Source: an optimization exercise on an open RTL-to-GDS flow (aim: small area and a short achievable clock period). Production flows keep margins and buffers that such runs may drop. At most, simulation tests tie the RTL to the original design; equivalence was not proved. No functional check of the RTL was part of runs 1 to 4. No activity file was given, so power comes from the tool's default toggle rates.

===== config.mk =====
export PLATFORM = sky130hd
export DESIGN_NAME = rec_calc
export DESIGN_NICKNAME = rec_calc
export VERILOG_FILES = /design/flow/design.v
export SDC_FILE = /design/flow/constraint.sdc
export NUM_CORES = 4
export LEC_CHECK = 0
export ABC_AREA = 1
export CAP_MARGIN = 20
export CORE_MARGIN = 2
export CORE_UTILIZATION = 75
export PLACE_DENSITY = 0.8
export SLEW_MARGIN = 20

===== constraint.sdc =====
create_clock -name core_clock -period 33.0 [get_ports {clk}]
set_input_delay 6.6000 -clock core_clock [delete_from_list [all_inputs] [get_ports {clk}]]
set_output_delay 6.6000 -clock core_clock [all_outputs]
set_load 0.01 [all_outputs]

===== design.v =====
module calc_row #(parameter int W = 17, parameter int K = 3) (
    input  logic [W-1:0]   x,
    input  logic [K*W-1:0] mk,      
    input  logic [K-1:0]   hz,      
    input  logic [K-1:0]   en,      
    output logic [W-1:0]   xn,
    output logic [K-1:0]   g
);
    logic [W:0] t [1:K];
    always_comb begin
        for (int k = 1; k <= K; k++) begin
            t[k] = {1'b0, x} - {1'b0, mk[(k-1)*W +: W]};
            g[k-1] = (hz[k-1] & ~t[k][W]) | en[k-1];
        end
        xn = x & {W{~g[0]}};
        for (int k = 1; k <= K; k++)
            xn = xn | (t[k][W-1:0] & {W{g[k-1] & (k == K || !g[k])}});
    end
endmodule
module calc_row4 #(parameter int J = 0) (
    input  logic [16:0] x,
    input  logic [16:0] b,
    input  logic [18:0] b3,         
    input  logic        div,
    input  logic [2:0]  en,
    output logic [16:0] xn,
    output logic [1:0]  q
);
    localparam int W = 17 - 2 * J;
    logic [18:0] m [1:3];
    logic [3*W-1:0] mk;
    logic [2:0] hz, g;
    assign m[1] = {2'b0, b};
    assign m[2] = {1'b0, b, 1'b0};
    assign m[3] = b3;
    always_comb
        for (int k = 1; k <= 3; k++) begin
            mk[(k-1)*W +: W] = m[k][W-1:0];
            hz[k-1] = div & ((m[k] >> W) == 19'd0);
        end
    calc_row #(.W(W), .K(3)) row (.x(x[16:2*J]), .mk(mk), .hz(hz), .en(en), .xn(xn[16:2*J]), .g(g));
    if (J > 0) begin : low
        assign xn[2*J-1:0] = x[2*J-1:0];
    end
    assign q[1] = g[1];
    assign q[0] = (g[0] & ~g[1]) | g[2];
endmodule
module rec_calc(
    input [16:0] valA,
    input [3:0] op,
    input clk,
    input reset,
    output [16:0] result
);
    localparam int JS = 4;           
    logic [16:0] valB;               
    logic [16:0] sx;                 
    logic [16:2*JS] sq;              
    logic [16:0] sb;                 
    logic [18:0] sb3;                
    logic [2*JS-1:0] sa;             
    logic sdiv, ssub, smul;
    logic isdiv, ismul, issub, isadd;
    assign isdiv = (op == 4'd3);
    assign ismul = (op == 4'd2);
    assign issub = (op == 4'd1);
    assign isadd = ~isdiv & ~ismul & ~issub;
    logic [18:0] b3a;
    assign b3a = {2'b0, valB} + {1'b0, valB, 1'b0};
    logic [16:0] xa [JS:8];
    logic [16:0] qa;
    assign xa[8][15:0] = (isdiv | issub) ? valA[15:0] : ismul ? 16'hffff : ~valA[15:0];
    assign qa[16] = (valB[16:1] == 16'd0) & (valA[16] | ~valB[0]);
    assign xa[8][16] = isdiv ? valA[16] ^ (qa[16] & valB[0]) : issub ? valA[16]
                     : ismul ? ~(valA[16] & valB[0]) : ~valA[16];
    for (genvar j = 7; j >= JS; j--) begin : rows_a
        logic [2:0] en;
        always_comb
            for (int k = 1; k <= 3; k++)
                en[k-1] = ismul & ({valA[2*j+1], valA[2*j]} >= k);
        calc_row4 #(.J(j)) row (.x(xa[j+1]), .b(valB), .b3(b3a), .div(isdiv), .en(en),
                                .xn(xa[j]), .q(qa[2*j+1:2*j]));
    end
    always @(posedge clk) begin
        if (reset) begin
            sx <= 17'h1ffff;
            sa <= '0;
            sdiv <= 1'b0;
            ssub <= 1'b0;
            smul <= 1'b1;
            valB <= 17'd0;
        end else begin
            sx <= xa[JS];
            sa <= valA[2*JS-1:0];
            sdiv <= isdiv;
            ssub <= issub;
            smul <= ismul;
            valB <= result;
        end
    end
    always @(posedge clk) begin
        sq <= qa[16:2*JS];
        sb <= valB;
        sb3 <= b3a;
    end
    logic [16:0] xb [0:JS];
    logic [2*JS-1:0] qb;
    assign xb[JS] = sx;
    for (genvar j = JS - 1; j >= 0; j--) begin : rows_b
        logic [2:0] en;
        always_comb
            for (int k = 1; k <= 3; k++)
                en[k-1] = (smul & ({sa[2*j+1], sa[2*j]} >= k))
                        | (~sdiv & ~smul & (j == 0) & (k == 1));
        calc_row4 #(.J(j)) row (.x(xb[j+1]), .b(sb), .b3(sb3), .div(sdiv), .en(en),
                                .xn(xb[j]), .q(qb[2*j+1:2*j]));
    end
    assign result = sdiv ? {sq, qb} : ssub ? xb[0] : ~xb[0];
endmodule

===== run.sh =====
#!/bin/bash
# synth_recipe.tcl (not shown) runs the flow's synth.tcl, then flattens the netlist and writes it again
# the make line also repeats each setting of config.mk as NAME=value (left out here)
make -C /OpenROAD-flow-scripts/flow DESIGN_CONFIG=/design/flow/config.mk WORK_HOME=/design/flow/orfs CLKGATE_MAP_FILE= SYNTH_SCRIPT=/design/flow/synth_recipe.tcl finish

==> results.yml, run 1 <==
critical_path:
  end_kind: "primary output"
  criticalPathCategory: "reg2out"
  cp_max_fo: 17
  cpMostUsedCell: "nand2_1"
  start_kind: "register"
  slowest_stage: "a21boi_2"
  crit_path_max_incr_delay_ns: 0.72
  required_ns: 26.40
  worstPathArrival_ns: 11.72
cells_and_area:
  final_area_sq_um: 17400
  final_cell_mix: "648 x nand2_1, 361 x inv_1, 256 x ha_1, 214 x nor2_1, 211 x nand3_1"
  layout.nets: 2950
  layout_commonest_cell: "nand2_1"
  layout-drive-gt1-share_pct: 5.51
  n_antenna_cell: 0
  fillers: 1657
  syn2layout_area_growth_pct: 5.14
global_route:
  grt_usage_pct: 45.9
  grt_pass1_vias: 17513
  grt_max_degree: 37
  antenna_found_initial: 0
  grt_pass1_wl_mm: 87.2
  grt_overflow_total: 0
die:
  core_sq_um: 21800
  start_util_pct: 76.1
  die_height_um: 153
  die_w_um: 153
  dieArea_sq_um: 23300
  rows: 54
  num_io_pins: 40
synth:
  synth_largest_area_cell: "ha_1"
  synth_seq_cells: 89
  ys_seq_area_share_pct: 10.8
  synthTopCellsByArea: "ha_1 19%, nand2_1 15%, dfxtp_1 11%, inv_1 8.2%, nand3_1 6.4%"
  ys_async_sr_fraction_pct: 0
  avgSynthCellArea_sq_um: 6.32
  synth-main-ff-cell: "dfxtp_1"
  synth_warnings: 45
  netlist_instances: 2618
  synthesis.nets: 2922
  yosysTopAreaCellShare_pct: 19.4
  synth_edf_count: 0
  ys_types: 61
  syn_area_sq_um: 16600
route:
  num_vias: 18569
  dr.pass1.iters: 6
  ant_nets: 0
  wl_mm: 54.9
  via_per_inst: 6.34
  wl_per_cell_um: 18.8
  drc: 0
  drtIter0Drc: 2343
placement:
  gp_congestion: 1.16
  io_buffers: 39
  dpl-instance-area_sq_um: 17100
  hpwl_mm: 43.5
power:
  power_density_nw_per_um2: 118
  total_power_mw: 2.06
  p_int_mw: 0.857
  ir_drop_v: 0.0000821
  leakage_nw: 8.99
  p_sw_mw: 1.20
  swShare_pct: 58.3
  pwr-share-clk_pct: 5.5
  seq_power_share_pct: 8.0
  p_comb_share_pct: 86.5
timing:
  slew_headroom_pct: 37.7
  hold_viol_final: 0
  max_freq_mhz: 54.6
  setup_violations: 0
  final.period_utilization_pct: 55.5
  worst_pin_slew_ns: 0.928
  finalSetupTns_ns: 0
  finalMaxSlewViolations: 0
  grt_setup_unrepaired: "false"
  finalCriticalPeriod_ns: 18.32
  finClkSkew_ns: 0.0119
clock_tree:
  post_cts_buffers: 0
  cts_resized: 0
  ctsLongestPathBuffers: 2
  clkLatencyLatePin_ns: 0.35
  cts_hold_buffers: 0
  numCtsBuffers: 9
  cts_tree: "yes"
  clock-root-buffer: "clkbuf_16"
  clkTransAtPathRegs_ns: 0.07
  clock_sinks: 89
  htree_levels: 3
worst_hold_path:
  min_path_type: "reg2reg"
outcome:
  status: "complete, no violations"
run:
  drv_cap: 0
per-stage QoR:
stage | hold WS, ns | cells | setup WS (ns) | utilization (%)
final | 0.393 | 2930 | 14.68 | 80.0
after floorplan | 0.371 | 2618 | 18.97 | -
after CTS | 0.391 | 2930 | 15.24 | 80.0
after detailed placement | 0.385 | 2915 | 15.78 | 78.5
after global placement | 0.383 | 2915 | 15.87 | 78.5
after global routing | 0.405 | 2930 | 14.36 | 80.0
sequential cells by signal (all words and copies together), names as in the netlist:
name  cells
sb3      19
sx       17
valB     17
sb       16
sq        9
sa        8
sdiv      1
smul      1
ssub      1
logic make-up after synthesis:
| family | count (synthesis) | share of synthesized area (%) |
|---|---|---|
| compound gates | 455 | 15.7 |
| xor+xnor | 134 | 7.18 |
| fa+ha+maj | 281 | 22.4 |
| buf+inv | 403 | 10.1 |
| flops | 89 | 10.8 |
| simple gates | 1256 | 33.8 |
power groups by stage:
stage | clock network, mW | registers (mW) | logic, mW
3_3_place_gp | 0 | 0.162 | 1.64
6_report | 0.114 | 0.165 | 1.78
3_5_place_dp | 0 | 0.164 | 1.69
5_1_grt | 0.117 | 0.166 | 1.95
2_1_floorplan | 0 | 0.155 | 1.29
4_1_cts | 0.112 | 0.162 | 1.71
layer usage:
metal	share of wire, %	GRT usage, %
met4	6.5	25.3
met5	0	0
met1	37	57.8
met3	13	9.87
met2	43	73.3
final timing paths:
| kind | depth (start not counted) | slack, ns | end | start |
|---|---|---|---|---|
| setup / recovery | 48 | 14.68 | result[7] | sb[1]$_DFF_P_ |
| hold / removal | 0 | 0.39 | sb[3]$_DFF_P_ | valB[3]$_SDFF_PP0_ |
| setup reg to reg | 47 | 21.94 | valB[7]$_SDFF_PP0_ | sb[1]$_DFF_P_ |
| hold reg to reg | 0 | 0.39 | sb[3]$_DFF_P_ | valB[3]$_SDFF_PP0_ |
final cells by class:
type	instances	area, sq um	area share, %
Multi-Input combinational cell	2126	13100	75.3
Sequential cell	89	1780	10.2
Inverter	375	1410	8.10
Timing Repair Buffer	45	435	2.50
Tap cell	280	350	2.01
Clock buffer	10	239	1.37
Clock inverter	5	88.8	0.510
synth_stat cells, types with 6 or more instances:
master	number
o22ai_1	10
o21bai_1	19
o31ai_1	9
a21o_1	21
nand4_1	41
ha_1	256
nand2_1	648
a21oi_1	194
nor3_1	26
or2_2	42
o21ai_0	118
nand3b_1	10
nor3_2	6
inv_2	11
nand3_2	10
a31oi_1	14
clkbuf_8	11
xnor2_1	42
dfxtp_1	89
inv_1	361
a211oi_1	7
o211ai_1	10
nor2_1	214
xor2_1	90
nand2_2	14
o21ai_1	21
nand3_1	211
clkbuf_1	6
fa_1	25
nand4_2	6
o21ai_2	7
critical path, delay by kind of cell (launching register included):
family | cells | cell delay, ns
simple gates | 24 | 3.64
compound gates | 13 | 3.61
buf+inv | 7 | 1.95
fa+ha+maj | 4 | 1.67
flops | 1 | 0.49
==> run 2, diff against run 1 <==
--- a/config.mk
+++ b/config.mk
@@ -9,5 +9,4 @@
 export CAP_MARGIN = 20
 export CORE_MARGIN = 2
-export CORE_UTILIZATION = 75
-export PLACE_DENSITY = 0.8
+export CORE_UTILIZATION = 65
 export SLEW_MARGIN = 20
==> run 2 against run 1 <==
Hold slack got worse by 0.0046 ns. Non-clock buffer count decreased by 1. Sequential cell count is the same. Largest cell class unchanged. Largest power group unchanged. Highest routed layer unchanged.
==> results.yml, run 2 <==
global_route:
  grt_overflow_total: 0
  grt_usage_pct: 41.5
  grt_max_degree: 37
  grt_pass1_vias: 16838
  antenna_found_initial: 0
  grt_pass1_wl_mm: 87.0
synth:
  synth_seq_cells: 89
  synth_common_cells: "648 x nand2_1, 361 x inv_1, 256 x ha_1"
  synth_largest_area_cell: "ha_1"
  synth-main-ff-cell: "dfxtp_1"
  synth_edf_count: 0
  synth_most_common_cell: "nand2_1"
  ys_types: 61
  synthesis.nets: 2922
  syn_area_sq_um: 16600
  avgSynthCellArea_sq_um: 6.32
  ys_seq_area_share_pct: 10.8
  synth_warnings: 45
  ys_async_sr_fraction_pct: 0
  netlist_instances: 2618
  yosysTopAreaCellShare_pct: 19.4
  synthTopCellsByArea: "ha_1 19%, nand2_1 15%, dfxtp_1 11%, inv_1 8.2%, nand3_1 6.4%"
critical_path:
  crit_path_max_incr_delay_ns: 0.61
  worstPathArrival_ns: 12.01
  rrSetupSlack_ns: 21.80
  rr_worst_depth: 45
  worstReg2RegStart: "sb[1]$_DFF_P_"
  crit_path_end: "result[3]"
  required_ns: 26.40
  criticalPathCategory: "reg2out"
  critPathLaunch: "sb[1]$_DFF_P_"
  end_kind: "primary output"
  slowest_stage: "fa_1"
  cpMostUsedCell: "nand2_1"
  start_kind: "register"
  cp_max_fo: 17
  reg2reg_to: "valB[7]$_SDFF_PP0_"
route:
  drc: 0
  wl_per_cell_um: 18.9
  via_per_inst: 6.10
  num_vias: 18166
  ant_nets: 0
  drtIter0Drc: 2230
  wl_mm: 56.3
  dr.pass1.iters: 6
cells_and_area:
  syn2layout_area_growth_pct: 5.25
  regMostFlops: "sb3"
  layout-drive-gt1-share_pct: 5.51
  reg_top3: "sb3 (19), sx (17), valB (17)"
  n_antenna_cell: 0
  largest_reg_flops: 19
  layout.nets: 2949
  fillers: 2328
  final_cell_mix: "648 x nand2_1, 361 x inv_1, 256 x ha_1, 214 x nor2_1, 211 x nand3_1"
  layout_commonest_cell: "nand2_1"
timing:
  grt_setup_unrepaired: "false"
  final.period_utilization_pct: 56.4
  finClkSkew_ns: 0.0163
  setup_violations: 0
  worst_pin_slew_ns: 0.892
  finalCriticalPeriod_ns: 18.61
  fin_hold_ws_ns: 0.389
  hold_viol_final: 0
  slew_headroom_pct: 40.2
  finalMaxSlewViolations: 0
  max_freq_mhz: 53.7
  finalSetupTns_ns: 0
outcome:
  status: "complete, no violations"
placement:
  hpwl_mm: 45.2
  gp_congestion: 1.05
  io_buffers: 39
power:
  ir_drop_v: 0.0000874
  leakage_nw: 8.97
  power_density_nw_per_um2: 118
die:
  die_w_um: 164
  rows: 58
  core_sq_um: 25100
  dieArea_sq_um: 26800
  start_util_pct: 65.9
  die_height_um: 164
  num_io_pins: 40
clock_tree:
  clock_sinks: 89
  ctsLongestPathBuffers: 2
  cts_hold_buffers: 0
  numCtsBuffers: 9
  clock-root-buffer: "clkbuf_16"
  clkLatencyLatePin_ns: 0.36
  post_cts_buffers: 0
  cts_tree: "yes"
  htree_levels: 3
  clkTransAtPathRegs_ns: 0.07
  cts_resized: 0
worst_hold_path:
  min_path_type: "reg2reg"
run:
  drv_cap: 0
[run 2: how the worst min path moves through the flow]
| stage | end | slack [ns] | start | depth (start not counted) |
|---|---|---|---|---|
| 2_1_floorplan | sb[10]$_DFF_P_ | 0.37 | valB[10]$_SDFF_PP0_ | 0 |
| 3_3_place_gp | sb[3]$_DFF_P_ | 0.38 | valB[3]$_SDFF_PP0_ | 0 |
| 3_5_place_dp | sb[3]$_DFF_P_ | 0.39 | valB[3]$_SDFF_PP0_ | 0 |
| 4_1_cts | sb[3]$_DFF_P_ | 0.39 | valB[3]$_SDFF_PP0_ | 0 |
| 5_1_grt | sb[3]$_DFF_P_ | 0.40 | valB[3]$_SDFF_PP0_ | 0 |
| 6_report | sb[5]$_DFF_P_ | 0.39 | valB[5]$_SDFF_PP0_ | 0 |
[run 2: cell families after synthesis]
| group | after synthesis | synth area share (%) |
|---|---|---|
| buf+inv | 403 | 10.1 |
| xor+xnor | 134 | 7.18 |
| simple gates | 1256 | 33.8 |
| flops | 89 | 10.8 |
| fa+ha+maj | 281 | 22.4 |
| compound gates | 455 | 15.7 |
[run 2: final cells by class]
type / instances / area [sq um] / share of cell area (%)
multi-input combinational: 2126 / 13100 / 75.2
sequential: 89 / 1780 / 10.2
tap: 330 / 413 / 2.37
inverter: 375 / 1410 / 8.09
clock buffer: 11 / 253 / 1.45
timing repair buffer: 44 / 428 / 2.46
clock inverter: 5 / 38.8 / 0.223
[run 2: worst max-delay path, delay by kind of cell (launching register included)]
| family | cells | cell delay, ns |
|---|---|---|
| DFF | 1 | 0.55 |
| AOI/OAI and AO/OA | 13 | 3.10 |
| adders and majority gates | 4 | 1.85 |
| buffers and inverters | 5 | 1.53 |
| and+or+nand+nor | 26 | 4.59 |
[run 2: per-layer routing]
layer / share of wire, % / global-route usage [%]
met1: 41 / 54.3
met2: 42 / 65.2
met3: 11 / 7.85
met4: 6.2 / 21.3
met5: 0 / 0
[run 2: through the flow]
stage / worst slack, ns / util (%) / total power, mW / cell area, sq um / instances
2_1_floorplan: 18.97 / - / 1.44 / 16600 / 2618
3_3_place_gp: 15.19 / 68.2 / 1.85 / 17100 / 2964
3_5_place_dp: 15.21 / 68.2 / 1.88 / 17100 / 2964
4_1_cts: 14.82 / 69.4 / 2.00 / 17400 / 2980
5_1_grt: 13.80 / 69.4 / 2.24 / 17400 / 2980
6_report: 14.39 / 69.4 / 2.06 / 17400 / 2980
[run 2: power by group]
part | internal [mW] | leakage, nW | switching (mW)
clock | 0.0557 | 0.142 | 0.0474
sequential | 0.139 | 0.741 | 0.0246
combinational | 0.648 | 8.08 | 1.14
==> run 3, diff against run 2 <==
--- a/design.v
+++ b/design.v
@@ -1,3 +1,3 @@
-module calc_row #(parameter int W = 17, parameter int K = 3) (
+module calc_row #(parameter int W = 17, parameter int K = 3, parameter bit SK = 0) (
     input  logic [W-1:0]   x,
     input  logic [K*W-1:0] mk,      
@@ -7,9 +7,31 @@
     output logic [K-1:0]   g
 );
+    function automatic logic [W:0] sub_sk(input logic [W-1:0] a, input logic [W-1:0] y);
+        logic [W-1:0] gg, pp, p;
+        logic [W:0] c;
+        integer i, d;
+        p = a ^ ~y;
+        pp = p;
+        gg = a & ~y;
+        gg[0] = gg[0] | pp[0];       
+        for (d = 1; d < W; d = d * 2)
+            for (i = 0; i < W; i = i + 1)
+                if (i & d) begin
+                    gg[i] = gg[i] | (pp[i] & gg[(i & ~(d - 1)) - 1]);
+                    pp[i] = pp[i] & pp[(i & ~(d - 1)) - 1];
+                end
+        c[0] = 1'b1;
+        c[W:1] = gg;
+        sub_sk = {c[W], p ^ c[W-1:0]};
+    endfunction
     logic [W:0] t [1:K];
     always_comb begin
         for (int k = 1; k <= K; k++) begin
-            t[k] = {1'b0, x} - {1'b0, mk[(k-1)*W +: W]};
-            g[k-1] = (hz[k-1] & ~t[k][W]) | en[k-1];
+            if (SK) t[k] = sub_sk(x, mk[(k-1)*W +: W]);
+            else begin
+                t[k] = {1'b0, x} - {1'b0, mk[(k-1)*W +: W]};
+                t[k][W] = ~t[k][W];
+            end
+            g[k-1] = (hz[k-1] & t[k][W]) | en[k-1];
         end
         xn = x & {W{~g[0]}};
@@ -18,5 +40,5 @@
     end
 endmodule
-module calc_row4 #(parameter int J = 0) (
+module calc_row4 #(parameter int J = 0, parameter bit SK = 0) (
     input  logic [16:0] x,
     input  logic [16:0] b,
@@ -39,5 +61,5 @@
             hz[k-1] = div & ((m[k] >> W) == 19'd0);
         end
-    calc_row #(.W(W), .K(3)) row (.x(x[16:2*J]), .mk(mk), .hz(hz), .en(en), .xn(xn[16:2*J]), .g(g));
+    calc_row #(.W(W), .K(3), .SK(SK)) row (.x(x[16:2*J]), .mk(mk), .hz(hz), .en(en), .xn(xn[16:2*J]), .g(g));
     if (J > 0) begin : low
         assign xn[2*J-1:0] = x[2*J-1:0];
@@ -79,5 +101,5 @@
             for (int k = 1; k <= 3; k++)
                 en[k-1] = ismul & ({valA[2*j+1], valA[2*j]} >= k);
-        calc_row4 #(.J(j)) row (.x(xa[j+1]), .b(valB), .b3(b3a), .div(isdiv), .en(en),
+        calc_row4 #(.J(j), .SK(1)) row (.x(xa[j+1]), .b(valB), .b3(b3a), .div(isdiv), .en(en),
                                 .xn(xa[j]), .q(qa[2*j+1:2*j]));
     end
==> run 3 against run 2 <==
Wire length increased by 0.38%. Synthesized area decreased by 2.2%. Fmax up 5.0%. Critical path type is now in2reg. Setup slack better by 0.89 ns. Cell area shrank 1.3%. Cell count fell by 3.1%.
==> results.yml, run 3 <==
placement:
  dp_cells: 2872
  dpl-instance-area_sq_um: 16900
  io_buffers: 39
  hpwl_mm: 45.5
  place_ws_ns: 15.17
  gp_congestion: 1.05
timing:
  layout_setup_ws_ns: 15.28
  fin_hold_ws_ns: 0.400
  finalMaxSlewViolations: 0
  slew_headroom_pct: 33.9
  finalCriticalPeriod_ns: 17.72
  worst_pin_slew_ns: 0.986
  grt_setup_unrepaired: "false"
  max_freq_mhz: 56.4
  hold_viol_final: 0
  finalSetupTns_ns: 0
  finClkSkew_ns: 0.0102
  final.period_utilization_pct: 53.7
  setup_violations: 0
synth:
  ys_types: 57
  synth_largest_area_cell: "ha_1"
  synthTopCellsByArea: "ha_1 19%, nand2_1 15%, dfxtp_1 11%, inv_1 7.3%, nand3_1 6.3%"
  netlist_instances: 2529
  ys_async_sr_fraction_pct: 0
  yosysTopAreaCellShare_pct: 18.5
  syn_area_sq_um: 16200
  synth_seq_cells: 89
  synth_warnings: 45
  avgSynthCellArea_sq_um: 6.40
  synth_common_cells: "633 x nand2_1, 316 x inv_1, 240 x ha_1"
  synth_edf_count: 0
  synth_most_common_cell: "nand2_1"
  ys_seq_area_share_pct: 11.0
  synth-main-ff-cell: "dfxtp_1"
  synthesis.nets: 2837
route:
  ant_nets: 0
  dr.pass1.iters: 9
  drtIter0Drc: 2176
  wl_mm: 56.5
  drc: 0
  num_vias: 18044
  via_per_inst: 6.25
  wl_per_cell_um: 19.6
cells_and_area:
  final_area_sq_um: 17200
  layout_commonest_cell: "nand2_1"
  largest_reg_flops: 19
  regMostFlops: "sb3"
  layout-drive-gt1-share_pct: 6.40
  n_antenna_cell: 0
  fillers: 2173
  layout.nets: 2867
  fin_util_pct: 70.5
  syn2layout_area_growth_pct: 6.15
  final_cell_mix: "633 x nand2_1, 316 x inv_1, 240 x ha_1, 214 x nor2_1, 203 x nand3_1"
  reg_top3: "sb3 (19), sx (17), valB (17)"
  fin_cells: 2888
clock_tree:
  cts_resized: 0
  cts_tree: "yes"
  post_cts_buffers: 0
  clock-root-buffer: "clkbuf_16"
  htree_levels: 3
  cts_hold_buffers: 0
  clkTransAtPathRegs_ns: 0.07
  clkLatencyLatePin_ns: 0.36
  clock_sinks: 89
  ctsLongestPathBuffers: 2
  numCtsBuffers: 9
global_route:
  grt_pass1_vias: 17004
  grt_pass1_wl_mm: 87.5
  grt_max_degree: 38
  grt_usage_pct: 42.3
  antenna_found_initial: 0
  grt_overflow_total: 0
run:
  drv_cap: 0
critical_path:
  worstPathArrival_ns: 18.02
  slowest_stage: "o31ai_1"
  end_kind: "register"
  required_ns: 33.30
  start_kind: "input port"
  crit_path_max_incr_delay_ns: 0.57
  criticalPathCategory: "in2reg"
  cp_max_fo: 13
die:
  core_sq_um: 24400
  dieArea_sq_um: 26200
  die_w_um: 162
  num_io_pins: 40
  die_height_um: 162
  start_util_pct: 66.4
  rows: 57
power:
  leakage_nw: 8.59
  total_power_mw: 2.05
  ir_drop_v: 0.000112
  power_density_nw_per_um2: 119
worst_hold_path:
  min_path_type: "reg2reg"
outcome:
  status: "complete, no violations"
[run 3: cell type report]
class	count	area (sq um)	area share, %
Clock buffer	10	229	1.33
Clock inverter	6	72.6	0.422
Inverter	334	1250	7.29
Multi-Input combinational cell	2080	13000	75.7
Sequential cell	89	1780	10.4
Tap cell	324	405	2.36
Timing Repair Buffer	45	435	2.53
[run 3: path summary, 6_finish.rpt]
| path | from | end | slack [ns] | depth (start not counted) |
|---|---|---|---|---|
| max | op[3] | sx[15]$_SDFF_PP1_ | 15.28 | 61 |
| min | valB[10]$_SDFF_PP0_ | sb[10]$_DFF_P_ | 0.40 | 0 |
| max reg2reg | valB[2]$_SDFF_PP0_ | sx[15]$_SDFF_PP1_ | 21.80 | 56 |
| min reg2reg | valB[10]$_SDFF_PP0_ | sb[10]$_DFF_P_ | 0.40 | 0 |
[run 3: critical path, delay by kind of cell]
family	cells	cell delay, ns
AND/OR/NAND/NOR	22	2.74
adder cells (fa/ha/maj)	6	2.38
buffers and inverters	13	2.15
AO/OA/AOI/OAI	20	4.14
[run 3: kinds of logic (layout without fill, tap and decap cells)]
kind of cell	Yosys count	count (layout)	synth area share, %
xor gates and xnor gates	118	118	6.38
DFF	89	89	11.0
AOI/OAI and AO/OA	435	435	15.6
and+or+nand+nor	1242	1242	34.3
adders and majority gates	285	285	24.1
buffers and inverters	360	395	8.66
[run 3: power by group]
part	internal, mW	switching (mW)	total (mW)
sequential	0.139	0.0285	0.167
combinational	0.633	1.14	1.77
clock	0.0599	0.0481	0.108
total	0.832	1.22	2.05
[run 3: layer usage]
metal  global-route usage [%]  up-vias  routed length (um)
met5                        0        -                   0
met4                     24.5        0                3810
met3                     11.7      286                6920
met2                     67.7     1162               24200
met1                     51.1     8125               21500
li1                         -     8471                   -
==> run 4, diff against run 3 <==
--- a/design.v
+++ b/design.v
@@ -1,3 +1,3 @@
-module calc_row #(parameter int W = 17, parameter int K = 3, parameter bit SK = 0) (
+module calc_row #(parameter int W = 17, parameter int K = 3) (
     input  logic [W-1:0]   x,
     input  logic [K*W-1:0] mk,      
@@ -7,5 +7,5 @@
     output logic [K-1:0]   g
 );
-    function automatic logic [W:0] sub_sk(input logic [W-1:0] a, input logic [W-1:0] y);
+    function automatic logic [W:0] sub(input logic [W-1:0] a, input logic [W-1:0] y);
         logic [W-1:0] gg, pp, p;
         logic [W:0] c;
@@ -23,14 +23,10 @@
         c[0] = 1'b1;
         c[W:1] = gg;
-        sub_sk = {c[W], p ^ c[W-1:0]};
+        sub = {c[W], p ^ c[W-1:0]};
     endfunction
     logic [W:0] t [1:K];
     always_comb begin
         for (int k = 1; k <= K; k++) begin
-            if (SK) t[k] = sub_sk(x, mk[(k-1)*W +: W]);
-            else begin
-                t[k] = {1'b0, x} - {1'b0, mk[(k-1)*W +: W]};
-                t[k][W] = ~t[k][W];
-            end
+            t[k] = sub(x, mk[(k-1)*W +: W]);
             g[k-1] = (hz[k-1] & t[k][W]) | en[k-1];
         end
@@ -40,5 +36,5 @@
     end
 endmodule
-module calc_row4 #(parameter int J = 0, parameter bit SK = 0) (
+module calc_row4 #(parameter int J = 0) (
     input  logic [16:0] x,
     input  logic [16:0] b,
@@ -61,5 +57,5 @@
             hz[k-1] = div & ((m[k] >> W) == 19'd0);
         end
-    calc_row #(.W(W), .K(3), .SK(SK)) row (.x(x[16:2*J]), .mk(mk), .hz(hz), .en(en), .xn(xn[16:2*J]), .g(g));
+    calc_row #(.W(W), .K(3)) row (.x(x[16:2*J]), .mk(mk), .hz(hz), .en(en), .xn(xn[16:2*J]), .g(g));
     if (J > 0) begin : low
         assign xn[2*J-1:0] = x[2*J-1:0];
@@ -90,16 +86,29 @@
     logic [18:0] b3a;
     assign b3a = {2'b0, valB} + {1'b0, valB, 1'b0};
-    logic [16:0] xa [JS:8];
+    logic [16:0] xa [JS:7];
     logic [16:0] qa;
-    assign xa[8][15:0] = (isdiv | issub) ? valA[15:0] : ismul ? 16'hffff : ~valA[15:0];
-    assign qa[16] = (valB[16:1] == 16'd0) & (valA[16] | ~valB[0]);
-    assign xa[8][16] = isdiv ? valA[16] ^ (qa[16] & valB[0]) : issub ? valA[16]
-                     : ismul ? ~(valA[16] & valB[0]) : ~valA[16];
-    for (genvar j = 7; j >= JS; j--) begin : rows_a
+    assign xa[7][13:0] = (isdiv | issub) ? valA[13:0] : ismul ? 14'h3fff : ~valA[13:0];
+    logic [20:0] mk0;
+    logic [6:0] hz0, g0;
+    logic [2:0] xt;
+    always_comb
+        for (int k = 1; k <= 7; k++) begin
+            logic [2:0] lo;
+            lo = valB[2:0] * k;
+            mk0[(k-1)*3 +: 3] = lo;
+            hz0[k-1] = (valB <= 17'd7 / k);
+        end
+    calc_row #(.W(3), .K(7)) row_top (.x(valA[16:14]), .mk(mk0), .hz(hz0), .en(7'd0), .xn(xt), .g(g0));
+    assign xa[7][16:14] = isdiv ? xt : issub ? valA[16:14]
+                        : ismul ? ~(valA[16:14] * valB[2:0]) : ~valA[16:14];
+    assign qa[16] = g0[3];
+    assign qa[15] = (g0[1] & ~g0[3]) | g0[5];
+    assign qa[14] = (g0[0] & ~g0[1]) | (g0[2] & ~g0[3]) | (g0[4] & ~g0[5]) | g0[6];
+    for (genvar j = 6; j >= JS; j--) begin : rows_a
         logic [2:0] en;
         always_comb
             for (int k = 1; k <= 3; k++)
                 en[k-1] = ismul & ({valA[2*j+1], valA[2*j]} >= k);
-        calc_row4 #(.J(j), .SK(1)) row (.x(xa[j+1]), .b(valB), .b3(b3a), .div(isdiv), .en(en),
+        calc_row4 #(.J(j)) row (.x(xa[j+1]), .b(valB), .b3(b3a), .div(isdiv), .en(en),
                                 .xn(xa[j]), .q(qa[2*j+1:2*j]));
     end
==> run 4 against run 3 <==
Still clean on timing, DRC and antenna. Sequential power increased by about 10%. Sequential cell count unchanged. Fmax decreased by 7.9%. Clock skew increased by 0.014 ns. Setup slack got worse by 1.5 ns. Synthesized area decreased by 4.7%. Cell count decreased by 11%. Largest cell class unchanged. Highest routed layer unchanged.
==> results.yml, run 4 <==
placement:
  io_buffers: 39
  hpwl_mm: 40.5
  gp_congestion: 1.10
power:
  swShare_pct: 57.5
  ir_drop_v: 0.0000475
  pwr-share-clk_pct: 6.1
  seq_power_share_pct: 11.1
  p_comb_share_pct: 82.8
  p_int_mw: 0.705
  leakage_nw: 8.48
  p_sw_mw: 0.955
  power_density_nw_per_um2: 101
synth:
  ys_async_sr_fraction_pct: 0
  yosysTopAreaCellShare_pct: 19.9
  netlist_instances: 2223
  synth_edf_count: 0
  synth_most_common_cell: "nand2_1"
  ys_seq_area_share_pct: 11.5
  synth-main-ff-cell: "dfxtp_1"
  avgSynthCellArea_sq_um: 6.94
  ys_types: 61
  synth_warnings: 43
  synth_common_cells: "524 x nand2_1, 320 x inv_1, 245 x ha_1"
  syn_area_sq_um: 15400
  synth_seq_cells: 89
  synth_largest_area_cell: "ha_1"
  synthTopCellsByArea: "ha_1 20%, nand2_1 13%, dfxtp_1 12%, fa_1 11%, inv_1 7.8%"
  synthesis.nets: 2574
global_route:
  grt_overflow_total: 0
  grt_pass1_wl_mm: 77.6
  antenna_found_initial: 0
  grt_pass1_vias: 14631
  grt_usage_pct: 40.5
  grt_max_degree: 38
timing:
  hold_viol_final: 0
  max_freq_mhz: 52.0
  worst_pin_slew_ns: 1.06
  finClkSkew_ns: 0.0239
  finalSetupTns_ns: 0
  setup_violations: 0
  finalCriticalPeriod_ns: 19.24
  final.period_utilization_pct: 58.3
  slew_headroom_pct: 28.7
  finalMaxSlewViolations: 0
  grt_setup_unrepaired: "false"
die:
  die_w_um: 158
  die_height_um: 158
  start_util_pct: 65.9
  dieArea_sq_um: 25000
  core_sq_um: 23400
  num_io_pins: 40
  rows: 56
cells_and_area:
  syn2layout_area_growth_pct: 6.49
  fillers: 2102
  seq_area_sq_um: 1780
  layout.nets: 2608
  layout_commonest_cell: "nand2_1"
  n_antenna_cell: 0
  reg_top3: "sb3 (19), sx (17), valB (17)"
  layout-drive-gt1-share_pct: 7.21
  fin_util_pct: 70.2
  regMostFlops: "sb3"
  final_cell_mix: "524 x nand2_1, 320 x inv_1, 245 x ha_1, 183 x nor2_1, 137 x a21oi_1"
  largest_reg_flops: 19
  multi_input_area_sq_um: 12200
clock_tree:
  numCtsBuffers: 9
  clock_sinks: 89
  clkTransAtPathRegs_ns: 0.07
  cts_hold_buffers: 0
  cts_tree: "yes"
  htree_levels: 3
  clock-root-buffer: "clkbuf_16"
  post_cts_buffers: 0
  ctsLongestPathBuffers: 2
  clkLatencyLatePin_ns: 0.36
  cts_resized: 0
route:
  drc: 0
  via_per_inst: 5.90
  wl_mm: 49.9
  dr.pass1.iters: 9
  wl_per_cell_um: 19.3
  drtIter0Drc: 1430
  num_vias: 15218
  ant_nets: 0
critical_path:
  cp_top_family: "simple AND/OR/NAND/NOR gates"
  rr_worst_depth: 61
  required_ns: 26.40
  start_kind: "register"
  critPathBufInv: 8
  rrSetupSlack_ns: 21.06
  end_kind: "primary output"
  worstReg2RegStart: "sb[1]$_DFF_P_"
  criticalPathCategory: "reg2out"
  cp_max_fo: 17
  slowest_stage: "nor2_1"
  crit_path_max_incr_delay_ns: 0.74
  reg2reg_to: "valB[14]$_SDFF_PP0_"
  critPathLaunch: "sb[1]$_DFF_P_"
  cpMostUsedCell: "nand2_1"
  worstPathArrival_ns: 12.64
outcome:
  status: "complete, no violations"
worst_hold_path:
  whs_endpoint: "sb[5]$_DFF_P_"
  hold_depth: 0
  min_from: "valB[5]$_SDFF_PP0_"
  min_path_type: "reg2reg"
run:
  drv_cap: 0
## run 4: worst max-delay path by stage
| stage | endpoint | slack (ns) | cells past startpoint |
|---|---|---|---|
| 2_1_floorplan | result[2] | 18.19 | 54 |
| 3_3_place_gp | result[14] | 14.88 | 60 |
| 3_5_place_dp | result[14] | 14.48 | 60 |
| 4_1_cts | result[14] | 14.10 | 60 |
| 5_1_grt | result[13] | 12.84 | 66 |
| 6_report | result[14] | 13.76 | 63 |
## run 4: layer usage
layer  share of wire [%]  up-vias  track usage [%]
met1                  39     6899             50.9
li1                    -     7314                -
met3                  10      200             6.79
met4                 7.9        0             28.7
met2                  43      805             63.3
met5                   0        -                0
## run 4: metrics by stage
stage | instances | cell area, sq um | hold WS [ns] | total power [mW] | setup slack, ns
final | 2581 | 16400 | 0.412 | 1.66 | 13.76
after detailed placement | 2565 | 16100 | 0.397 | 1.51 | 14.48
after floorplan | 2223 | 15400 | 0.371 | 1.15 | 18.19
after global routing | 2581 | 16400 | 0.419 | 1.83 | 12.84
after global placement | 2565 | 16100 | 0.396 | 1.48 | 14.88
after CTS | 2581 | 16400 | 0.411 | 1.62 | 14.10
## run 4: layout make-up
cell class	instances	share of cell area (%)
clock buffer	9	1.37
clock inverter	7	0.434
inverter	335	7.70
multi-input combinational	1776	74.5
sequential	89	10.8
tap	319	2.43
timing repair buffer	46	2.70
## run 4: power groups by stage
stage / registers (mW) / clock network, mW / logic [mW]
finish: 0.184 / 0.102 / 1.37
CTS: 0.180 / 0.102 / 1.34
global route: 0.184 / 0.107 / 1.54
global placement: 0.181 / 0 / 1.30
floorplan: 0.164 / 0 / 0.985
detailed placement: 0.182 / 0 / 1.33
## run 4: cell families after synthesis
group / synth area share (%)
and+or+nand+nor: 30.1
buffers and inverters: 9.13
AOI/OAI and AO/OA: 13.0
adders and majority gates: 30.6
xor gates and xnor gates: 5.56
DFF: 11.5
==> run 5, diff against run 4 <==
--- a/design.v
+++ b/design.v
@@ -8,20 +8,19 @@
 );
     function automatic logic [W:0] sub(input logic [W-1:0] a, input logic [W-1:0] y);
-        logic [W-1:0] gg, pp, p;
+        logic [W-1:0] gg, tt;
         logic [W:0] c;
         integer i, d;
-        p = a ^ ~y;
-        pp = p;
         gg = a & ~y;
-        gg[0] = gg[0] | pp[0];       
+        tt = a | ~y;
+        gg[0] = tt[0];               
         for (d = 1; d < W; d = d * 2)
             for (i = 0; i < W; i = i + 1)
                 if (i & d) begin
-                    gg[i] = gg[i] | (pp[i] & gg[(i & ~(d - 1)) - 1]);
-                    pp[i] = pp[i] & pp[(i & ~(d - 1)) - 1];
+                    gg[i] = gg[i] | (tt[i] & gg[(i & ~(d - 1)) - 1]);
+                    tt[i] = tt[i] & tt[(i & ~(d - 1)) - 1];
                 end
         c[0] = 1'b1;
         c[W:1] = gg;
-        sub = {c[W], p ^ c[W-1:0]};
+        sub = {c[W], a ^ (~y ^ c[W-1:0])};
     endfunction
     logic [W:0] t [1:K];
==> flow/run.sh (new file) <==
#!/bin/bash
set -euo pipefail
SETUP_MARGIN=$(cat flow/setup_margin.txt)
bash standard.sh synth > synth.log 2>&1
bash standard.sh "BUFFER_PORTS_ARGS=-buffer_cell sky130_fd_sc_hd__buf_4" \
    SETUP_SLACK_MARGIN=$SETUP_MARGIN SETUP_MOVE_SEQUENCE=sizeup,swap finish > layout.log 2>&1
==> flow/setup_margin.txt (new file) <==
17
==> standard.sh (new file) <==
#!/bin/bash
# synth_recipe.tcl (not shown) runs the flow's synth.tcl, then flattens the netlist and writes it again
# the make line also repeats each setting of config.mk as NAME=value (left out here)
make -C /OpenROAD-flow-scripts/flow DESIGN_CONFIG=/design/flow/config.mk WORK_HOME=/design/flow/orfs CLKGATE_MAP_FILE= SYNTH_SCRIPT=/design/flow/synth_recipe.tcl "${@:-finish}"
--- a/config.mk
+++ b/config.mk
@@ -9,4 +9,5 @@
 export CAP_MARGIN = 20
 export CORE_MARGIN = 2
-export CORE_UTILIZATION = 65
+export CORE_UTILIZATION = 75
+export PLACE_DENSITY = 0.8
 export SLEW_MARGIN = 20
removed: run.sh
==> run 5 against run 4 <==
Sequential share of layout area decreased by 0.52 points. Power decreased by 11%. Hold slack got worse by 0.0096 ns. Critical path type unchanged. Core utilization increased by 13 points. Global-route usage increased by 11 points. Cell area increased by 5.7%. Synthesized area increased by 3.0%. Cell count increased by 16%. Clock power increased by 11%. Synthesized cell count increased by 22%.
==> results.yml, run 5 <==
synth:
  ys_async_sr_fraction_pct: 0
  synthTopCellsByArea: "nand2_1 22%, dfxtp_1 11%, fa_1 10%, inv_1 9.2%, nand3_1 7.0%"
  yosysTopAreaCellShare_pct: 21.6
  netlist_instances: 2706
  synth_warnings: 43
  synth_edf_count: 0
  synthesis.nets: 2875
  synth-main-ff-cell: "dfxtp_1"
  syn_area_sq_um: 15900
  avgSynthCellArea_sq_um: 5.87
  synth_largest_area_cell: "nand2_1"
  synth_seq_cells: 89
  ys_types: 61
  synth_common_cells: "915 x nand2_1, 391 x inv_1, 221 x nand3_1"
  ys_seq_area_share_pct: 11.2
  synth_most_common_cell: "nand2_1"
route:
  wl_met2_mm: 25.0
  ant_nets: 0
  drc: 0
  num_vias: 19257
  via_per_inst: 6.43
  top_layer_used: "met5"
  wl_mm: 60.4
  dr.pass1.iters: 19
  met1_length_mm: 19.9
  wl_per_cell_um: 20.2
  drtIter0Drc: 2343
  wl_met3_mm: 9.22
global_route:
  grt_pass1_wl_mm: 89.1
  grt_pass1_vias: 17434
  antenna_found_initial: 0
  grt_max_degree: 42
  grt_usage_pct: 51.2
  grt_overflow_total: 0
timing:
  finClkSkew_ns: 0.0134
  slew_headroom_pct: 13.3
  worst_pin_slew_ns: 1.29
  setup_violations: 0
  max_freq_mhz: 61.1
  finalCriticalPeriod_ns: 16.36
  fin_hold_ws_ns: 0.402
  grt_setup_unrepaired: "true"
  final.period_utilization_pct: 49.6
  finalSetupTns_ns: 0
  finalMaxSlewViolations: 0
  hold_viol_final: 0
cells_and_area:
  reg_top3: "sb3 (19), sx (17), valB (17)"
  seq_area_sq_um: 1790
  fin_util_pct: 83.2
  layout-drive-gt1-share_pct: 12.8
  final_cell_mix: "860 x nand2_1, 384 x inv_1, 201 x nand3_1, 199 x nor2_1, 107 x a21oi_1"
  multi_input_area_sq_um: 12900
  fillers: 1467
  layout_commonest_cell: "nand2_1"
  n_antenna_cell: 0
  largest_reg_flops: 19
  syn2layout_area_growth_pct: 9.31
  regMostFlops: "sb3"
  layout.nets: 2884
clock_tree:
  ctsLongestPathBuffers: 2
  clkTransAtPathRegs_ns: 0.07
  htree_levels: 3
  clock_sinks: 89
  cts_tree: "yes"
  clock-root-buffer: "clkbuf_16"
  clkLatencyLatePin_ns: 0.35
  post_cts_buffers: 0
  cts_hold_buffers: 0
  numCtsBuffers: 9
outcome:
  status: "complete, no violations"
die:
  die_height_um: 150
  rows: 53
  num_io_pins: 40
  dieArea_sq_um: 22400
  start_util_pct: 76.1
  core_sq_um: 20900
  die_w_um: 150
critical_path:
  end_kind: "primary output"
  cpMostUsedCell: "nand2_2"
  required_ns: 26.40
  crit_path_max_incr_delay_ns: 0.65
  criticalPathCategory: "reg2out"
  cp_max_fo: 16
  start_kind: "register"
  slowest_stage: "dfxtp_1"
  worstPathArrival_ns: 9.76
power:
  power_density_nw_per_um2: 84.6
  leakage_nw: 9.35
  ir_drop_v: 0.0000369
placement:
  hpwl_mm: 42.8
  io_buffers: 39
  gp_congestion: 1.12
worst_hold_path:
  min_path_type: "reg2reg"
run:
  drv_cap: 0
## run 5: cell count changes after synthesis, sizes merged, moves of 25 or more
cell	previous run	this run
nand4	39	66
inv	333	421
nor2	198	230
a21o	26	1
nand3	134	248
xor2	59	87
nand2	558	948
ha	245	63
## run 5: final timing paths
path,startpoint,endpoint,slack (ns),cells after the start
max,sb[2]$_DFF_P_,result[5],16.64,54
max reg2reg,valB[2]$_SDFF_PP0_,sx[9]$_SDFF_PP1_,22.16,53
min,valB[8]$_SDFF_PP0_,sb[8]$_DFF_P_,0.40,0
min reg2reg,valB[8]$_SDFF_PP0_,sb[8]$_DFF_P_,0.40,0
## run 5: through the flow
stage / instances / instance area [sq um] / total power [mW] / setup slack [ns]
6_report: 2995 / 17400 / 1.47 / 16.64
2_1_floorplan: 2706 / 15900 / 0.936 / 18.83
4_1_cts: 2994 / 16800 / 1.34 / 16.96
5_1_grt: 2995 / 17400 / 1.56 / 16.40
3_5_place_dp: 2978 / 16300 / 1.21 / 16.42
3_3_place_gp: 2978 / 16300 / 1.17 / 16.73
## run 5: worst max-delay path: cells and delay by family (launching register included)
family                   cells  cell delay [ns]
AND/OR/NAND/NOR             35             4.97
XOR/XNOR                     1             0.34
buffers and inverters        7             1.46
adder cells (fa/ha/maj)      1             0.23
flip-flops                   1             0.65
AO/OA/AOI/OAI               10             1.71
## run 5: kinds of logic (layout without fill, tap and decap cells)
| kind of cell | Yosys count | count (layout) | synth area share (%) |
|---|---|---|---|
| AND/OR/NAND/NOR | 1566 | 1566 | 43.6 |
| XOR/XNOR | 124 | 124 | 6.83 |
| AO/OA/AOI/OAI | 305 | 305 | 11.0 |
| adder cells (fa/ha/maj) | 146 | 146 | 15.4 |
| buffers and inverters | 476 | 490 | 11.8 |
| flip-flops | 89 | 89 | 11.2 |
## run 5: routing by layer
| metal | vias to the layer above | GRT usage, % |
|---|---|---|
| met2 | 1612 | 77.3 |
| met3 | 555 | 15.8 |
| li1 | 8575 | - |
| met4 | 2 | 39.6 |
| met5 | - | 0 |
| met1 | 8513 | 60.5 |
## run 5: final cells by class
class	instances	area share, %
Multi-Input combinational cell	2141	74.2
Sequential cell	89	10.3
Inverter	427	9.36
Timing Repair Buffer	47	2.22
Tap cell	275	1.98
Clock buffer	9	1.30
Clock inverter	7	0.576
## run 5: timing repair
action                                  4_1_cts  5_1_grt
pin swaps                                     8       72
resized for setup                            42      156
endpoints found under the setup margin       17       27
## run 5: report_power, final
group | internal (mW) | switching, mW | total [mW]
registers | 0.138 | 0.0772 | 0.215
logic | 0.371 | 0.770 | 1.14
clock network | 0.0672 | 0.0462 | 0.113
total | 0.575 | 0.894 | 1.47
==> run 6, diff against run 5 <==
--- a/config.mk
+++ b/config.mk
@@ -9,5 +9,4 @@
 export CAP_MARGIN = 20
 export CORE_MARGIN = 2
-export CORE_UTILIZATION = 75
-export PLACE_DENSITY = 0.8
+export CORE_UTILIZATION = 65
 export SLEW_MARGIN = 20
==> run 6 against run 5 <==
Non-clock buffer count is 2 higher. First-iteration DRC count fell by 13%. Clock power decreased by 6%. Die area is 15% higher. Synthesized area did not move. Sequential power is 6% lower. Setup slack gained 0.52 ns. Highest routed layer is now met4.
==> results.yml, run 6 <==
outcome:
  status: "complete, no violations"
synth:
  ys_seq_area_share_pct: 11.2
  avgSynthCellArea_sq_um: 5.87
  synth_edf_count: 0
  ys_async_sr_fraction_pct: 0
  yosysTopAreaCellShare_pct: 21.6
  synth_seq_cells: 89
  synth-main-ff-cell: "dfxtp_1"
  netlist_instances: 2706
  synthTopCellsByArea: "nand2_1 22%, dfxtp_1 11%, fa_1 10%, inv_1 9.2%, nand3_1 7.0%"
  syn_area_sq_um: 15900
  synth_largest_area_cell: "nand2_1"
  synth_common_cells: "915 x nand2_1, 391 x inv_1, 221 x nand3_1"
  synth_most_common_cell: "nand2_1"
  ys_types: 61
  synth_warnings: 43
  synthesis.nets: 2875
global_route:
  grt_pass1_wl_mm: 87.4
  grt_overflow_total: 0
  antenna_found_initial: 0
  grt_pass1_vias: 17193
  grt_max_degree: 42
  grt_usage_pct: 42.6
cells_and_area:
  layout-drive-gt1-share_pct: 13.3
  layout.nets: 2886
  fillers: 2186
  regMostFlops: "sb3"
  largest_reg_flops: 19
  n_antenna_cell: 0
  reg_top3: "sb3 (19), sx (17), valB (17)"
  layout_commonest_cell: "nand2_1"
  syn2layout_area_growth_pct: 10.4
  final_cell_mix: "863 x nand2_1, 382 x inv_1, 202 x nand3_1, 194 x nor2_1, 105 x a21oi_1"
route:
  num_vias: 18329
  drc: 0
  wl_mm: 56.3
  via_per_inst: 6.02
  ant_nets: 0
  drtIter0Drc: 2042
  wl_per_cell_um: 18.5
  dr.pass1.iters: 8
critical_path:
  start_kind: "register"
  slowest_stage: "dfxtp_1"
  reg2reg_to: "sx[9]$_SDFF_PP1_"
  criticalPathCategory: "reg2out"
  rr_worst_depth: 51
  crit_path_max_incr_delay_ns: 0.81
  cp_max_fo: 20
  worstReg2RegStart: "valB[2]$_SDFF_PP0_"
  required_ns: 26.40
  worstPathArrival_ns: 9.24
  end_kind: "primary output"
  rrSetupSlack_ns: 22.40
die:
  num_io_pins: 40
  core_sq_um: 24200
  dieArea_sq_um: 25700
  start_util_pct: 65.7
  rows: 57
  die_w_um: 160
  die_height_um: 160
power:
  leakage_nw: 9.36
  power_density_nw_per_um2: 81.2
  ir_drop_v: 0.0000401
placement:
  io_buffers: 39
  place_ws_ns: 16.28
  hpwl_mm: 43.8
  gp_congestion: 1.03
run:
  drv_cap: 0
clock_tree:
  clock_sinks: 89
  post_cts_buffers: 0
  clkTransAtPathRegs_ns: 0.06
  cts_hold_buffers: 0
  htree_levels: 3
  clock-root-buffer: "clkbuf_16"
  cts_tree: "yes"
  clkLatencyLatePin_ns: 0.34
  numCtsBuffers: 9
  ctsLongestPathBuffers: 2
timing:
  finalCriticalPeriod_ns: 15.84
  layout_setup_ws_ns: 17.16
  finalSetupTns_ns: 0
  max_freq_mhz: 63.1
  finClkSkew_ns: 0.00629
  hold_viol_final: 0
  worst_pin_slew_ns: 1.07
  slew_headroom_pct: 27.6
  finalMaxSlewViolations: 0
  grt_setup_unrepaired: "true"
  fin_hold_ws_ns: 0.394
  final.period_utilization_pct: 48.0
  setup_violations: 0
worst_hold_path:
  whs_endpoint: "sb[8]$_DFF_P_"
  hold_depth: 0
  min_path_type: "reg2reg"
  min_from: "valB[8]$_SDFF_PP0_"
-- run 6: cells by family after synthesis --
kind of cell	Yosys count	synth area share (%)
fa+ha+maj	146	15.4
buf+inv	476	11.8
compound gates	305	11.0
xor+xnor	124	6.83
simple gates	1566	43.6
flops	89	11.2
-- run 6: where the power goes --
part	switching, mW	total, mW	internal (mW)
logic	0.743	1.12	0.374
clock network	0.0429	0.106	0.0632
registers	0.0637	0.202	0.138
-- run 6: layer usage --
metal	track usage (%)	vias up	share of wire, %
li1	-	8565	-
met5	0	-	0
met3	7.52	273	11
met2	69.3	1123	45
met1	52.0	8368	37
met4	28.4	0	7.1
-- run 6: area by class of cell --
type                            count  area [sq um]  area share [%]
Multi-Input combinational cell   2141         13000            74.0
Sequential cell                    89          1800            10.3
Inverter                          427          1630            9.32
Tap cell                          324           405            2.31
Timing Repair Buffer               49           397            2.26
Clock buffer                       11           253            1.44
Clock inverter                      5          62.6           0.357
-- run 6: worst max-delay path by stage --
stage | startpoint | to | slack, ns | depth (start not counted)
after floorplan | sb3[0]$_DFF_P_ | result[5] | 18.83 | 59
after global placement | sb3[0]$_DFF_P_ | result[5] | 16.55 | 61
after detailed placement | sb3[0]$_DFF_P_ | result[5] | 16.28 | 61
after CTS | sb[1]$_DFF_P_ | result[4] | 17.00 | 55
after global routing | sb[1]$_DFF_P_ | result[1] | 16.77 | 61
final | sb[6]$_DFF_P_ | result[5] | 17.16 | 51
-- run 6: worst max-delay path: cells and delay by family, from the launching register on --
family	cells	cell delay [ns]
flip-flops	1	0.81
AO/OA/AOI/OAI	9	1.91
adder cells (fa/ha/maj)	2	0.75
XOR/XNOR	2	0.33
buffers and inverters	5	0.82
AND/OR/NAND/NOR	33	4.26
-- run 6: timing repair --
action	4_1_cts	5_1_grt
resized for setup	47	168
cloned	0	0
setup endpoints to repair	17	27
pin swaps	13	88
-- run 6: stage by stage --
| step | utilization, % | cells | cell area [sq um] | power (mW) |
|---|---|---|---|---|
| floorplan | - | 2706 | 15900 | 0.936 |
| global placement | 67.8 | 3030 | 16400 | 1.19 |
| detailed placement | 67.8 | 3030 | 16400 | 1.21 |
| CTS | 69.8 | 3046 | 16900 | 1.33 |
| global route | 72.5 | 3046 | 17500 | 1.54 |
| finish | 72.5 | 3046 | 17500 | 1.42 |
==> run 7, diff against run 6 <==
--- a/design.v
+++ b/design.v
@@ -1,2 +1,26 @@
+module calc_sub #(parameter int W = 17) (
+    input  logic [W-1:0] a,
+    input  logic [W-1:0] y,
+    output logic [W:0]   r
+);
+    localparam int L = W > 16 ? 5 : W > 8 ? 4 : W > 4 ? 3 : W > 2 ? 2 : 1;    
+    logic [W-1:0] gp [0:L];
+    logic [W-1:0] tp [0:L];
+    assign gp[0] = (a & ~y) | {{(W - 1){1'b0}}, ~y[0] | a[0]};    
+    assign tp[0] = a | ~y;
+    for (genvar l = 0; l < L; l++) begin : lvl
+        for (genvar i = 0; i < W; i++) begin : bitx
+            if ((i >> l) & 1) begin : comb
+                localparam int J = ((i >> l) << l) - 1;
+                assign gp[l+1][i] = gp[l][i] | (tp[l][i] & gp[l][J]);
+                assign tp[l+1][i] = tp[l][i] & tp[l][J];
+            end else begin : pass
+                assign gp[l+1][i] = gp[l][i];
+                assign tp[l+1][i] = tp[l][i];
+            end
+        end
+    end
+    assign r = {gp[L][W-1], a ^ (~y ^ {gp[L][W-2:0], 1'b1})};
+endmodule
 module calc_row #(parameter int W = 17, parameter int K = 3) (
     input  logic [W-1:0]   x,
@@ -7,31 +31,19 @@
     output logic [K-1:0]   g
 );
-    function automatic logic [W:0] sub(input logic [W-1:0] a, input logic [W-1:0] y);
-        logic [W-1:0] gg, tt;
-        logic [W:0] c;
-        integer i, d;
-        gg = a & ~y;
-        tt = a | ~y;
-        gg[0] = tt[0];               
-        for (d = 1; d < W; d = d * 2)
-            for (i = 0; i < W; i = i + 1)
-                if (i & d) begin
-                    gg[i] = gg[i] | (tt[i] & gg[(i & ~(d - 1)) - 1]);
-                    tt[i] = tt[i] & tt[(i & ~(d - 1)) - 1];
-                end
-        c[0] = 1'b1;
-        c[W:1] = gg;
-        sub = {c[W], a ^ (~y ^ c[W-1:0])};
-    endfunction
     logic [W:0] t [1:K];
-    always_comb begin
-        for (int k = 1; k <= K; k++) begin
-            t[k] = sub(x, mk[(k-1)*W +: W]);
-            g[k-1] = (hz[k-1] & t[k][W]) | en[k-1];
+    logic [W-1:0] sel [0:K];
+    for (genvar k = 1; k <= K; k++) begin : subs
+        calc_sub #(.W(W)) sub (.a(x), .y(mk[(k-1)*W +: W]), .r(t[k]));
+        assign g[k-1] = (hz[k-1] & t[k][W]) | en[k-1];
+    end
+    assign sel[0] = x & {W{~g[0]}};
+    for (genvar k = 1; k <= K; k++) begin : mux
+        if (k == K) begin : last
+            assign sel[k] = sel[k-1] | (t[k][W-1:0] & {W{g[k-1]}});
+        end else begin : mid
+            assign sel[k] = sel[k-1] | (t[k][W-1:0] & {W{g[k-1] & ~g[k]}});
         end
-        xn = x & {W{~g[0]}};
-        for (int k = 1; k <= K; k++)
-            xn = xn | (t[k][W-1:0] & {W{g[k-1] & (k == K || !g[k])}});
     end
+    assign xn = sel[K];
 endmodule
 module calc_row4 #(parameter int J = 0) (
==> flow/setup_margin.txt (replaced) <==
18
==> run 7 against run 6 <==
Still clean. Clock power is 6% lower. Global-route usage rose by 0.83 points. Hold slack better by 0.0075 ns. Fmax is 1.4% higher. Register-to-register slack better by 1.1 ns. Power rose by 1.1%. Cell area grew 1.4%. Core utilization rose by 0.58 points. Setup slack improved by 0.21 ns. Sequential power decreased by 2%. Critical path type unchanged. Critical endpoint is now result[3].
==> results.yml, run 7 <==
outcome:
  status: "complete, no violations"
critical_path:
  crit_path_max_incr_delay_ns: 0.53
  required_ns: 26.40
  cp_max_fo: 17
  worstReg2RegStart: "valB[1]$_SDFF_PP0_"
  worstPathArrival_ns: 9.03
  end_kind: "primary output"
  cpMostUsedCell: "nand2_1"
  slowest_stage: "fa_2"
  start_kind: "register"
  criticalPathCategory: "reg2out"
  reg2reg_to: "sx[9]$_SDFF_PP1_"
  rrSetupSlack_ns: 23.50
  rr_worst_depth: 50
synth:
  yosysTopAreaCellShare_pct: 21.5
  synth_most_common_cell: "nand2_1"
  ys_async_sr_fraction_pct: 0
  netlist_instances: 2730
  synth_xor_area_share_pct: 6.54
  ys_types: 58
  synthesis.nets: 2899
  synth_warnings: 75
  synthTopCellsByArea: "nand2_1 22%, dfxtp_1 11%, fa_1 10%, inv_1 9.3%, nand3_1 7.0%"
  muxShareOfSynthArea_pct: 0
  syn_area_sq_um: 16100
  synth_edf_count: 0
  synth_top_family_by_area: "simple AND/OR/NAND/NOR gates"
  synth_seq_cells: 89
  avgSynthCellArea_sq_um: 5.89
  synth-main-ff-cell: "dfxtp_1"
  ys_seq_area_share_pct: 11.1
  synth_compound_area_share_pct: 11.2
  yosys.area_share.simple_pct: 44.2
  synth_largest_area_cell: "nand2_1"
  synthAdderAreaFrac_pct: 15.2
  synth_common_cells: "921 x nand2_1, 397 x inv_1, 226 x nand3_1"
cells_and_area:
  fin_util_pct: 73.1
  seq_area_sq_um: 1800
  layout.nets: 2915
  largest_reg_flops: 19
  layout-drive-gt1-share_pct: 13.7
  syn2layout_area_growth_pct: 10.6
  final_cell_mix: "860 x nand2_1, 384 x inv_1, 208 x nand3_1, 201 x nor2_1, 98 x a21oi_1"
  final_area_sq_um: 17800
  layout_commonest_cell: "nand2_1"
  multi_input_area_sq_um: 13300
  reg_top3: "sb3 (19), sx (17), valB (17)"
  fillers: 2135
  regMostFlops: "sb3"
  n_antenna_cell: 0
route:
  wl_mm: 57.4
  drtIter0Drc: 2114
  num_vias: 18383
  ant_nets: 0
  drc: 0
  wl_per_cell_um: 18.7
  via_per_inst: 5.98
  dr.pass1.iters: 9
placement:
  gp_congestion: 1.04
  io_buffers: 39
  dpl-instance-area_sq_um: 16600
  hpwl_mm: 44.3
die:
  die_height_um: 161
  num_io_pins: 40
  core_sq_um: 24300
  rows: 57
  die_w_um: 161
  dieArea_sq_um: 26000
  start_util_pct: 66.1
worst_hold_path:
  min_from: "valB[8]$_SDFF_PP0_"
  hold_depth: 0
  whs_endpoint: "sb[8]$_DFF_P_"
  min_path_type: "reg2reg"
timing:
  finClkSkew_ns: 0.00819
  final.period_utilization_pct: 47.4
  setup_violations: 0
  worst_pin_slew_ns: 0.958
  finalCriticalPeriod_ns: 15.63
  grt_setup_unrepaired: "true"
  finalMaxSlewViolations: 0
  finalSetupTns_ns: 0
  slew_headroom_pct: 36.1
  max_freq_mhz: 64.0
  hold_viol_final: 0
clock_tree:
  clock_sinks: 89
  cts_tree: "yes"
  clock-root-buffer: "clkbuf_16"
  numCtsBuffers: 9
  cts_hold_buffers: 0
  clkTransAtPathRegs_ns: 0.07
  ctsLongestPathBuffers: 2
  post_cts_buffers: 0
  htree_levels: 3
  clkLatencyLatePin_ns: 0.35
power:
  leakage_nw: 9.51
  ir_drop_v: 0.0000364
  power_density_nw_per_um2: 81.0
global_route:
  grt_max_degree: 42
  grt_pass1_wl_mm: 89.0
  antenna_found_initial: 0
  grt_overflow_total: 0
  grt_pass1_vias: 17070
  grt_usage_pct: 43.5
run:
  drv_cap: 0
run 7: cell count changes after synthesis, sizes merged, moves of 6 or more:
cell    change
a31oi       +7
nand3b      +6
nor3        -9
nand3      +12
a21boi      +9
a21oi      -10
nand4      +12
nand2       +9
or2         -6
nor2        +8
run 7: through the flow:
stage | setup slack [ns] | total power, mW | instances | hold slack, ns
global route | 16.98 | 1.56 | 3075 | 0.418
finish | 17.37 | 1.44 | 3075 | 0.401
CTS | 17.50 | 1.37 | 3075 | 0.399
global placement | 16.21 | 1.20 | 3059 | 0.384
detailed placement | 15.91 | 1.22 | 3059 | 0.389
floorplan | 18.88 | 0.944 | 2730 | 0.371
run 7: worst max path at each step:
stage / from / end / slack (ns)
floorplan: sb3[0]$_DFF_P_ / result[5] / 18.88
global placement: sb3[0]$_DFF_P_ / result[3] / 16.21
detailed placement: sb3[0]$_DFF_P_ / result[3] / 15.91
CTS: sb[1]$_DFF_P_ / result[3] / 17.50
global route: sb3[0]$_DFF_P_ / result[16] / 16.98
finish: sb[1]$_DFF_P_ / result[3] / 17.37
run 7: worst max-delay path, delay by kind of cell, from the launching register on:
| family | cells | cell delay (ns) |
|---|---|---|
| flops | 1 | 0.37 |
| buf+inv | 8 | 1.31 |
| fa+ha+maj | 3 | 1.17 |
| simple gates | 38 | 4.46 |
| xor+xnor | 1 | 0.13 |
| compound gates | 7 | 1.19 |
run 7: where the power goes:
part	switching (mW)	internal, mW	leakage (nW)
Combinational	0.760	0.382	8.62
Sequential	0.0605	0.138	0.744
Clock	0.0474	0.0526	0.141
run 7: cell type report:
| class | instances | share of cell area (%) |
|---|---|---|
| Tap cell | 324 | 2.28 |
| Timing Repair Buffer | 49 | 2.24 |
| Multi-Input combinational cell | 2167 | 74.5 |
| Clock buffer | 9 | 1.27 |
| Sequential cell | 89 | 10.1 |
| Inverter | 430 | 9.21 |
| Clock inverter | 7 | 0.373 |
run 7: logic make-up after synthesis:
kind of cell	count (synthesis)
adder cells (fa/ha/maj)	146
AO/OA/AOI/OAI	310
flip-flops	89
buffers and inverters	474
AND/OR/NAND/NOR	1591
XOR/XNOR	120
run 7: what timing repair did:
action | 4_1_cts | 5_1_grt
pin swaps | 91 | 76
resized for setup | 171 | 70
endpoints found under the setup margin | 20 | 27
run 7: routing by layer:
metal  wire length [um]  up-vias  GRT usage [%]
met5                  0        -              0
met4               4200        0           27.3
met3               6730      254           8.55
met2              25300     1135           69.8
met1              21200     8307           53.7
li1                   -     8687              -

==> static timing again, ports no longer ideal <==
The flow's constraints put no driver on any port. The routed layouts listed below were extracted and timed again, unchanged, in two steps. Step 1 sets driving cells, clkbuf_16 on the clock port and buf_2 on the other inputs (assumed; they add their load-dependent delay and slew). Step 2 adds t to the input delays and takes it off the output delays; t is the mean of the earliest and latest rising clock arrival at the registers after step 1. Input paths then give back, and output paths get back, about the clock's delay inside the block. Slacks: no drivers / after step 1 / after step 2; pairs: no drivers / after step 1.
| run | shift t [ns] | setup slack, ns | hold slack, ns | worst register clock-pin slew, ns | cell pins on the clock port's net |
|---|---|---|---|---|---|
| run 1 | 0.383 | 14.676 / 14.632 / 15.015 | 0.393 / 0.393 / 0.393 | 0.07 / 0.07 | 1 |
| run 2 | 0.394 | 14.390 / 14.344 / 14.738 | 0.389 / 0.389 / 0.389 | 0.08 / 0.08 | 1 |
| run 3 | 0.397 | 15.277 / 15.300 / 14.903 | 0.400 / 0.400 / 0.400 | 0.07 / 0.07 | 1 |
| run 4 | 0.387 | 13.757 / 13.714 / 14.101 | 0.412 / 0.412 / 0.412 | 0.09 / 0.09 | 1 |
| run 5 | 0.392 | 16.642 / 16.598 / 16.990 | 0.402 / 0.402 / 0.402 | 0.07 / 0.07 | 1 |
| run 6 | 0.380 | 17.160 / 17.117 / 17.497 | 0.394 / 0.394 / 0.394 | 0.07 / 0.07 | 1 |
| run 7 | 0.387 | 17.371 / 17.328 / 17.715 | 0.401 / 0.401 / 0.401 | 0.07 / 0.07 | 1 |
After both steps every run listed still meets setup and hold. For run 3, which loses most, drivers alone change the setup slack by +0.023 ns; drivers and shift together by -0.374 ns.
